This design comes from an exercise in tuning for small area on the open sky130 flow, not from production work.
Function was checked by simulation only, so behaviour that the tests miss may differ from the original.
Power and IR drop assume default switching activity.

## run 1
==> flow/design.v <==
module gcode_parser (
	input         i_Clock,
	input         i_Reset,
	input         i_GValid,
	input  [7:0]  i_GData,
	input         i_TValid,
	input  [7:0]  i_TData,
	output [19:0] o_FBinary,
	output [19:0] o_XBinary,
	output [19:0] o_YBinary,
	output [19:0] o_ZBinary,
	output [19:0] o_EBinary,
	output [7:0]  o_S1Binary,
	output [7:0]  o_S2Binary,
	output [7:0]  o_S3Binary,
	output [7:0]  o_HBinary,
	output [7:0]  o_BBinary,
	output        o_XDirection,
	output        o_YDirection,
	output        o_ZDirection,
	output        o_EDirection,
	output        o_GLineComplete,
	output        o_TLineComplete
	);
	function [19:0] ripple20(input [19:0] a, input [19:0] b, input ci);
		integer i;
		reg c;
		begin
			c = ci;
			for (i = 0; i < 20; i = i + 1) begin
				ripple20[i] = a[i] ^ b[i] ^ c;
				c = a[i] & b[i] | a[i] & c | b[i] & c;
			end
		end
	endfunction
	function [7:0] ripple8(input [7:0] a, input [7:0] b, input ci);
		integer i;
		reg c;
		begin
			c = ci;
			for (i = 0; i < 8; i = i + 1) begin
				ripple8[i] = a[i] ^ b[i] ^ c;
				c = a[i] & b[i] | a[i] & c | b[i] & c;
			end
		end
	endfunction
	localparam G_IDLE = 4'b0000, G_CMD = 4'b0110,
	           G_X = 4'b0001, G_Y = 4'b0010, G_Z = 4'b0011, G_E = 4'b0100, G_F = 4'b0101,
	           G_S1 = 4'b1001, G_S2 = 4'b1101, G_S3 = 4'b1111;
	reg  [3:0]  g_state;
	reg  [6:0]  g_cnt;       
	reg         g_lc;
	reg  [23:0] w_f;                  
	reg  [23:0] w_x, w_y, w_z, w_e;   
	reg  [19:0] r_f, r_x, r_y, r_z, r_e;
	reg  [7:0]  r_s1, r_s2, r_s3;
	reg         r_dx, r_dy, r_dz, r_de;
	wire       g_take = i_GValid & (g_cnt == 7'd0);
	wire       g_cr   = i_GData == 8'd13;
	wire       g_sp   = i_GData == 8'd32;
	wire       g_mi   = i_GData == 8'd45;
	wire [3:0] g_dig  = i_GData[3:0];
	wire g_idle  = g_state == G_IDLE;
	wire g_sline = g_state[3];
	wire g_gline = ~g_idle & ~g_sline;
	wire g_start = g_take & g_idle & ((i_GData == 8'd72) | (i_GData == 8'd66) |
	                                  (i_GData == 8'd83) | (i_GData == 8'd71));
	wire g_chr   = g_take & ~g_cr & (g_sline | ~g_sp & ~g_mi);
	wire [2:0] g_fld = g_state[2:0];
	wire d_x = g_chr & (g_sline | (g_fld == 3'd1));
	wire d_y = g_chr & ~g_sline & (g_fld == 3'd2);
	wire d_z = g_chr & ~g_sline & (g_fld == 3'd3);
	wire d_e = g_chr & ~g_sline & (g_fld == 3'd4);
	wire d_f = g_chr & ~g_sline & (g_fld == 3'd5);
	wire [3:0] g_q    = g_cnt[6:3];
	wire [2:0] g_ph   = g_cnt[2:0];
	wire       g_step = g_ph[2] | g_ph[1];
	wire       g_first = g_ph == 3'd7;
	wire       g_rnd  = (g_q == 4'd11) | (g_q == 4'd10) | (g_q == 4'd9) |
	                    (g_q == 4'd8) | (g_q == 4'd7);
	wire       g_rot  = g_rnd & g_step;           
	wire       g_wide = g_rot & g_gline;
	wire [3:0] g_msd  = w_f[23:20];
	wire       s_cv   = g_sline & ((g_cnt == 7'd100) & ~t_cv | (g_cnt == 7'd99) & t_cv1);
	wire [2:0] g_da = g_msd[2:0] | {3{g_msd[3]}};
	wire       g_dc = g_msd[3] & g_msd[0];
	wire [19:0] e_acc = ripple20({r_e[16:0], g_da}, {r_e[18:0], g_msd[3]}, g_dc);
	always @(posedge i_Clock or posedge i_Reset) begin
		if (i_Reset) begin
			g_state <= G_IDLE;
			g_cnt   <= 7'd0;
			g_lc    <= 1'b0;
			w_f <= 24'd0;
			r_f <= 20'd0; r_x <= 20'd0; r_y <= 20'd0; r_z <= 20'd0; r_e <= 20'd0;
			r_s1 <= 8'd0; r_s2 <= 8'd0; r_s3 <= 8'd0;
			r_dx <= 1'b0; r_dy <= 1'b0; r_dz <= 1'b0; r_de <= 1'b0;
		end else begin
			g_lc <= g_cnt != 7'd0;
			if (g_cnt != 7'd0)
				g_cnt <= g_cnt - 7'd1;
			else if (g_take & g_cr & ~g_idle)
				g_cnt <= 7'd101;
			if (g_cnt != 7'd0) begin
				if (g_q == 4'd6) g_state <= G_IDLE;
			end else if (g_take) begin
				if (g_idle) begin
					if (i_GData == 8'd72) g_state <= G_S1;
					else if (i_GData == 8'd66) g_state <= G_S2;
					else if (i_GData == 8'd83) g_state <= G_S3;
					else if (i_GData == 8'd71) g_state <= G_CMD;
				end else if (g_state == G_CMD) begin
					if (i_GData == 8'd70) g_state <= G_F;
					else if (i_GData == 8'd88) g_state <= G_X;
					else if (i_GData == 8'd89) g_state <= G_Y;
					else if (i_GData == 8'd90) g_state <= G_Z;
					else if (i_GData == 8'd69) g_state <= G_E;
				end else if (~g_sline & g_sp)
					g_state <= G_CMD;
			end
			if (g_take & g_idle & (i_GData == 8'd71)) begin
				r_dx <= 1'b0; r_dy <= 1'b0; r_dz <= 1'b0; r_de <= 1'b0;
			end
			if (g_take & g_mi & (g_state == G_X)) r_dx <= 1'b1;
			if (g_take & g_mi & (g_state == G_Y)) r_dy <= 1'b1;
			if (g_take & g_mi & (g_state == G_Z)) r_dz <= 1'b1;
			if (g_take & g_mi & (g_state == G_E)) r_de <= 1'b1;
			if (d_f) w_f <= {w_f[19:0], g_dig};
			else if (g_rot) w_f <= {w_f[19:0], w_x[23:20]};
			if (g_wide) begin
				if (g_first) begin
					r_f <= r_x; r_x <= r_y; r_y <= r_z; r_z <= r_e;
					r_e <= {16'd0, g_msd};
				end else
					r_e <= e_acc;
			end
			if (s_cv & (g_state == G_S1)) r_s1 <= cv3;
			if (s_cv & (g_state == G_S2)) r_s2 <= cv3;
			if (s_cv & (g_state == G_S3)) r_s3 <= cv3;
		end
	end
	always @(posedge i_Clock) begin
		if (g_start) begin
			w_x <= 24'd0; w_y <= 24'd0; w_z <= 24'd0; w_e <= 24'd0;
		end else begin
			if (d_x) w_x <= {w_x[19:0], g_dig};
			else if (g_rot) w_x <= {w_x[19:0], w_y[23:20]};
			if (d_y) w_y <= {w_y[19:0], g_dig};
			else if (g_rot) w_y <= {w_y[19:0], w_z[23:20]};
			if (d_z) w_z <= {w_z[19:0], g_dig};
			else if (g_rot) w_z <= {w_z[19:0], w_e[23:20]};
			if (d_e) w_e <= {w_e[19:0], g_dig};
			else if (g_rot) w_e <= {w_e[19:0], w_f[23:20]};
		end
	end
	assign o_FBinary = r_f;
	assign o_XBinary = r_x;
	assign o_YBinary = r_y;
	assign o_ZBinary = r_z;
	assign o_EBinary = r_e;
	assign o_S1Binary = r_s1;
	assign o_S2Binary = r_s2;
	assign o_S3Binary = r_s3;
	assign o_XDirection = r_dx;
	assign o_YDirection = r_dy;
	assign o_ZDirection = r_dz;
	assign o_EDirection = r_de;
	assign o_GLineComplete = g_lc;
	localparam T_IDLE = 2'd0, T_H = 2'd1, T_B = 2'd2;
	reg  [1:0]  t_state;
	reg         t_win;
	reg         t_lc;
	reg  [11:0] w_t;         
	reg  [7:0]  r_h, r_b;
	wire       t_last = t_lc & (w_t[6:0] == 7'd100);
	wire       t_take = i_TValid & (~t_win | t_last);
	wire       t_cr   = i_TData == 8'd13;
	wire       t_idle = t_last | (t_state == T_IDLE);
	wire       t_h    = i_TData == 8'd72;
	wire       t_b    = i_TData == 8'd66;
	wire       t_start = t_take & t_idle & (t_h | t_b);
	wire       t_cv   = t_win & ~t_lc;
	wire       t_cv1  = t_lc & (w_t[6:0] == 7'd0);    
	wire [11:0] cv_in = s_cv ? w_x[11:0] : w_t;
	wire [3:0]  cv_a = cv_in[11:8], cv_b = cv_in[7:4], cv_c = cv_in[3:0];
	reg  [7:0]  cv_p;
	always @* begin
		if (cv_a[3])
			cv_p = cv_a[0] ? 8'd132 : 8'd32;
		else case (cv_a[2:0])
			3'd0: cv_p = 8'd0;   3'd1: cv_p = 8'd100; 3'd2: cv_p = 8'd200; 3'd3: cv_p = 8'd44;
			3'd4: cv_p = 8'd144; 3'd5: cv_p = 8'd244; 3'd6: cv_p = 8'd88;  default: cv_p = 8'd188;
		endcase
	end
	wire [7:0] cv_q = ripple8({1'b0, cv_b, cv_c[2:0] | {3{cv_c[3]}}}, {3'd0, cv_b, cv_c[3]},
	                          cv_c[3] & cv_c[0]);
	wire [7:0] cv3  = ripple8(cv_p, cv_q, 1'b0);
	always @(posedge i_Clock or posedge i_Reset) begin
		if (i_Reset) begin
			t_state <= T_IDLE;
			t_win   <= 1'b0;
			t_lc    <= 1'b0;
			r_h     <= 8'd0;
			r_b     <= 8'd0;
		end else begin
			if (t_last) begin
				t_win <= 1'b0;
				t_lc  <= 1'b0;
			end else if (t_win)
				t_lc <= 1'b1;
			else if (t_take & t_cr & ~t_idle)
				t_win <= 1'b1;
			if (t_last | t_take & t_idle)
				t_state <= t_start & t_h ? T_H : t_start ? T_B : T_IDLE;
			if (t_cv & (t_state == T_H)) r_h <= cv3;
			if (t_cv & (t_state == T_B)) r_b <= cv3;
		end
	end
	always @(posedge i_Clock) begin
		if (t_start) w_t <= 12'd0;
		else if (t_take & ~t_idle & ~t_cr) w_t <= {w_t[7:0], i_TData[3:0]};
		else if (t_cv) w_t[6:0] <= 7'd0;
		else if (t_win) w_t[6:0] <= w_t[6:0] + 7'd1;
	end
	assign o_HBinary = r_h;
	assign o_BBinary = r_b;
	assign o_TLineComplete = t_lc;
endmodule
Settings: LEC_CHECK=0, CAP_MARGIN=20, CORE_MARGIN=2, CORE_UTILIZATION=55, SLEW_MARGIN=20; clock period 10.0 ns.
standard.sh (not shown) runs the stock make flow with config.mk's settings and CLKGATE_MAP_FILE= SYNTH_SCRIPT=/design/flow/synth_recipe.tcl, a recipe that flattens the netlist after the stock synthesis.
==> flow/flow/run.sh <==
#!/bin/bash
# The standard layout (standard.sh: the ORFS flow and synthesis script),
# with three options changed:
#  - ABC maps the logic for area (strash; dch -f; amap) instead of ORFS's
#    delay-oriented script; flip-flops are mapped before ABC, as before;
#  - port buffers are sky130_fd_sc_hd__buf_1 instead of the buffer_ports
#    default (a clkdlybuf4s50_1 delay cell);
#  - clock tree: clkbuf_8 cluster buffers and no dummy loads.
# make's full output goes to flow.log here; ORFS keeps each step's log under
# orfs/logs/.
set -euo pipefail
rm -rf scripts_area
cp -r "$FLOW_HOME/scripts" scripts_area
printf 'strash\ndch -f\namap -F 50 -A 50\ntopo\n' > scripts_area/abc_speed.script
bash standard.sh \
  "SCRIPTS_DIR=$PWD/scripts_area" \
  "BUFFER_PORTS_ARGS=-buffer_cell sky130_fd_sc_hd__buf_1" \
  "CTS_ARGS=-sink_clustering_enable -repair_clock_nets -buf_list sky130_fd_sc_hd__clkbuf_8 -sink_clustering_size 20 -sink_clustering_max_diameter 80 -dont_use_dummy_load" \
  finish > flow.log 2>&1
Inputs modified between run 1 and run 2:
==> flow/flow/run.sh <==
#!/bin/bash
# The standard layout (standard.sh: the ORFS flow and synthesis script),
# with these options changed:
#  - ABC maps the logic for area (strash; dch -f; amap) instead of ORFS's
#    delay-oriented script; flip-flops are mapped before ABC, as before;
#  - no ADDER_MAP_FILE: adders are left to ABC instead of fa/ha cells;
#  - port buffers are sky130_fd_sc_hd__buf_1 instead of the buffer_ports
#    default (a clkdlybuf4s50_1 delay cell);
#  - clock tree: clkbuf_8 cluster buffers (at most 16 sinks, 80 um) and no
#    dummy loads.
# make's full output goes to flow.log here; ORFS keeps each step's log under
# orfs/logs/.
set -euo pipefail
rm -rf scripts_area
cp -r "$FLOW_HOME/scripts" scripts_area
printf 'strash\ndch -f\namap -F 50 -A 50\ntopo\n' > scripts_area/abc_speed.script
bash standard.sh \
  "SCRIPTS_DIR=$PWD/scripts_area" \
  "ADDER_MAP_FILE=" \
  "BUFFER_PORTS_ARGS=-buffer_cell sky130_fd_sc_hd__buf_1" \
  "CTS_ARGS=-sink_clustering_enable -repair_clock_nets -buf_list sky130_fd_sc_hd__clkbuf_8 -sink_clustering_size 18 -sink_clustering_max_diameter 100 -dont_use_dummy_load" \
  finish > flow.log 2>&1
Number of antenna diodes (lower): run 1. Met2 wirelength from detailed routing in run 2 vs run 1: up about 1.7%. Run 1 finished all stages; the layout is clean. Run 2 was carried through to the last stage, and its layout satisfied the timing, design-rule and antenna checks. Compared to run 1, the router laid down more metal wire for run 2. Per the comparison of run 2 with run 1, largest stage delay on the critical path now sits at about the same level; total area of multi-input combinational cells dropped about 0.9%; first-pass GRT wire length +0.77%.
--- input diff run 2..run 3 ---
==> flow/flow/run.sh <==
#!/bin/bash
# The standard layout (standard.sh: the ORFS flow and synthesis script),
# with three options changed:
#  - ABC maps the logic for area (strash; dch -f; amap) instead of ORFS's
#    delay-oriented script; flip-flops are mapped before ABC, as before;
#  - port buffers are sky130_fd_sc_hd__buf_1 instead of the buffer_ports
#    default (a clkdlybuf4s50_1 delay cell);
#  - clock tree: clkbuf_8 cluster buffers and no dummy loads.
# make's full output goes to flow.log here; ORFS keeps each step's log under
# orfs/logs/.
set -euo pipefail
rm -rf scripts_area
cp -r "$FLOW_HOME/scripts" scripts_area
printf 'strash\ndch -f\namap\ntopo\n' > scripts_area/abc_speed.script
bash standard.sh \
  "SCRIPTS_DIR=$PWD/scripts_area" \
  "BUFFER_PORTS_ARGS=-buffer_cell sky130_fd_sc_hd__buf_1" \
  "CTS_ARGS=-sink_clustering_enable -repair_clock_nets -buf_list sky130_fd_sc_hd__clkbuf_16 -sink_clustering_size 30 -sink_clustering_max_diameter 100 -dont_use_dummy_load" \
  finish > flow.log 2>&1
### Flow results
In the reports for run 3 and run 2, the smaller worst endpoint data arrival time belongs to run 2. Run 3 consumes less power than run 2 does. Comparing pin count of the biggest net entering global routing for run 3 and run 2, the bigger number came from run 2. Compared with run 2, run 3 shows a total CTS buffers that is 7 lower. Delta (run 3 minus run 2): count of clock-buffer cells in the layout fell by 7, worst endpoint required time now sits lower, power of the clock network has increased.
diff inputs: run 3 => run 4
==> flow/flow/run.sh <==
#!/bin/bash
# The standard layout (standard.sh: the ORFS flow and synthesis script),
# with these options changed:
#  - ABC maps the logic for area (strash; dch -f; amap) instead of ORFS's
#    delay-oriented script; flip-flops are mapped before ABC, as before;
#  - no ADDER_MAP_FILE: adders are left to ABC instead of fa/ha cells;
#  - port buffers are sky130_fd_sc_hd__buf_1 instead of the buffer_ports
#    default (a clkdlybuf4s50_1 delay cell);
#  - clock tree: clkbuf_8 cluster buffers (at most 16 sinks, 80 um) and no
#    dummy loads.
# make's full output goes to flow.log here; ORFS keeps each step's log under
# orfs/logs/.
set -euo pipefail
rm -rf scripts_area
cp -r "$FLOW_HOME/scripts" scripts_area
printf 'strash\ndch -f\namap -F 50 -A 50\ntopo\n' > scripts_area/abc_speed.script
bash standard.sh \
  "SCRIPTS_DIR=$PWD/scripts_area" \
  "ADDER_MAP_FILE=" \
  "BUFFER_PORTS_ARGS=-buffer_cell sky130_fd_sc_hd__buf_1" \
  "CTS_ARGS=-sink_clustering_enable -repair_clock_nets -buf_list sky130_fd_sc_hd__clkbuf_16 -sink_clustering_size 24 -sink_clustering_max_diameter 120 -dont_use_dummy_load" \
  finish > flow.log 2>&1
--- outcome ---
- Looking at layout net count across run 3 and run 4, the one that comes out lower is run 3.
- Re routed wire length: run 3 was lower than run 4.
- Taking run 3 as the reference, in run 4 worst stage delay on the critical path rose by 20 ps, post-placement cell count rose by 90, area of the placeable core fell by about 0.6%.
- Going from run 3 to run 4, fraction of the core area covered by cells at the end of the flow comparable, setup slack climbed 420 ps, total global routing track utilization increased 0.63 points.
What run 5 does differently from run 4 at the input level:
==> flow/flow/run.sh <==
#!/bin/bash
# The standard layout (standard.sh: the ORFS flow and synthesis script),
# with three options changed:
#  - ABC maps the logic for area (strash; dch -f; amap) instead of ORFS's
#    delay-oriented script; flip-flops are mapped before ABC, as before;
#  - port buffers are sky130_fd_sc_hd__buf_1 instead of the buffer_ports
#    default (a clkdlybuf4s50_1 delay cell);
#  - clock tree: clkbuf_8 cluster buffers and no dummy loads.
# make's full output goes to flow.log here; ORFS keeps each step's log under
# orfs/logs/.
set -euo pipefail
rm -rf scripts_area
cp -r "$FLOW_HOME/scripts" scripts_area
printf 'strash\ndch -f\namap -F 50 -A 50\ntopo\n' > scripts_area/abc_speed.script
bash standard.sh \
  "SCRIPTS_DIR=$PWD/scripts_area" \
  "BUFFER_PORTS_ARGS=-buffer_cell sky130_fd_sc_hd__buf_1" \
  "CTS_ARGS=-sink_clustering_enable -repair_clock_nets -buf_list sky130_fd_sc_hd__clkbuf_8 -sink_clustering_size 16 -sink_clustering_max_diameter 80 -dont_use_dummy_load" \
  finish > flow.log 2>&1
[summary]
- Global-route wire length before repair, run 4 and run 5: lower on run 5
- Both conditions hold for run 5: the flow ran to the end and the final layout passed the timing, design-rule and antenna checks.
- Overall power after layout improves in run 5 relative to run 4.
- [run 5] part of the power in combinational logic rose 1.2 points relative to run 4
What run 6 does differently from run 5 at the input level:
==> flow/flow/run.sh <==
#!/bin/bash
# The standard layout (standard.sh: the ORFS flow and synthesis script),
# with these options changed:
#  - ABC maps the logic for area (strash; dch -f; amap) instead of ORFS's
#    delay-oriented script; flip-flops are mapped before ABC, as before;
#  - no ADDER_MAP_FILE: adders are left to ABC instead of fa/ha cells;
#  - port buffers are sky130_fd_sc_hd__buf_1 instead of the buffer_ports
#    default (a clkdlybuf4s50_1 delay cell);
#  - clock tree: clkbuf_8 cluster buffers (at most 18 sinks, 100 um) and no
#    dummy loads.
# make's full output goes to flow.log here; ORFS keeps each step's log under
# orfs/logs/.
set -euo pipefail
rm -rf scripts_area
cp -r "$FLOW_HOME/scripts" scripts_area
printf 'strash\ndch -f\namap -F 50 -A 50\ntopo\n' > scripts_area/abc_speed.script
bash standard.sh \
  "SCRIPTS_DIR=$PWD/scripts_area" \
  "ADDER_MAP_FILE=" \
  "BUFFER_PORTS_ARGS=-buffer_cell sky130_fd_sc_hd__buf_1" \
  "CTS_ARGS=-sink_clustering_enable -repair_clock_nets -buf_list sky130_fd_sc_hd__clkbuf_8 -sink_clustering_size 18 -sink_clustering_max_diameter 100 -dont_use_dummy_load" \
  finish > flow.log 2>&1
NOTE: fraction of area in registers in run 6 exceeds that of run 5
On area of the multi-input gates: between run 5 and run 6, it ends up lower for run 6.
Run 5 → run 6: clock-buffer cell count went down about 9%; via count of the first global-routing pass went up about 4.5%.
Going from run 5 to run 6, non-clock buffer count shrank slightly.
Switching power summed over all nets: higher on run 5
Worst slew margin relative to its limit: run 6 vs run 5 up 5.4 points
Non-clock inverter total of the final layout in run 6 is 11% below run 5.

## what the ideal ports hide
Ports are ideal in the flow. The routed layouts listed here were re-timed in OpenROAD.
Step 1 assumes that a clkbuf_16 drives the clock port and a buf_2 every other input.
Step 2 adds t to the input delays and takes it off the output delays; t is the mean of the earliest and latest rising clock arrival at the registers after step 1. Input paths then give back, and output paths get back, about the clock's delay inside the block.
a / b / c = ideal / step 1 / step 2; a / b = the first two.
| run | t (ns) | setup WS [ns] | worst setup path at the end | worst data-port slew with drivers (ns) | cell pins on the clock port's net |
|---|---|---|---|---|---|
| run 1 | 0.564 | 1.884 / 1.884 / 1.884 | register to register | 0.07 | 1 |
| run 2 | 0.570 | 2.380 / 2.380 / 2.380 | register to register | 0.08 | 1 |
| run 3 | 0.518 | 1.961 / 1.961 / 1.961 | register to register | 0.07 | 1 |
| run 4 | 0.518 | 2.378 / 2.378 / 2.378 | register to register | 0.08 | 1 |
| run 5 | 0.578 | 1.872 / 1.872 / 1.872 | register to register | 0.08 | 1 |
| run 6 | 0.570 | 2.380 / 2.380 / 2.380 | register to register | 0.08 | 1 |
After both steps every run listed still meets setup and hold.
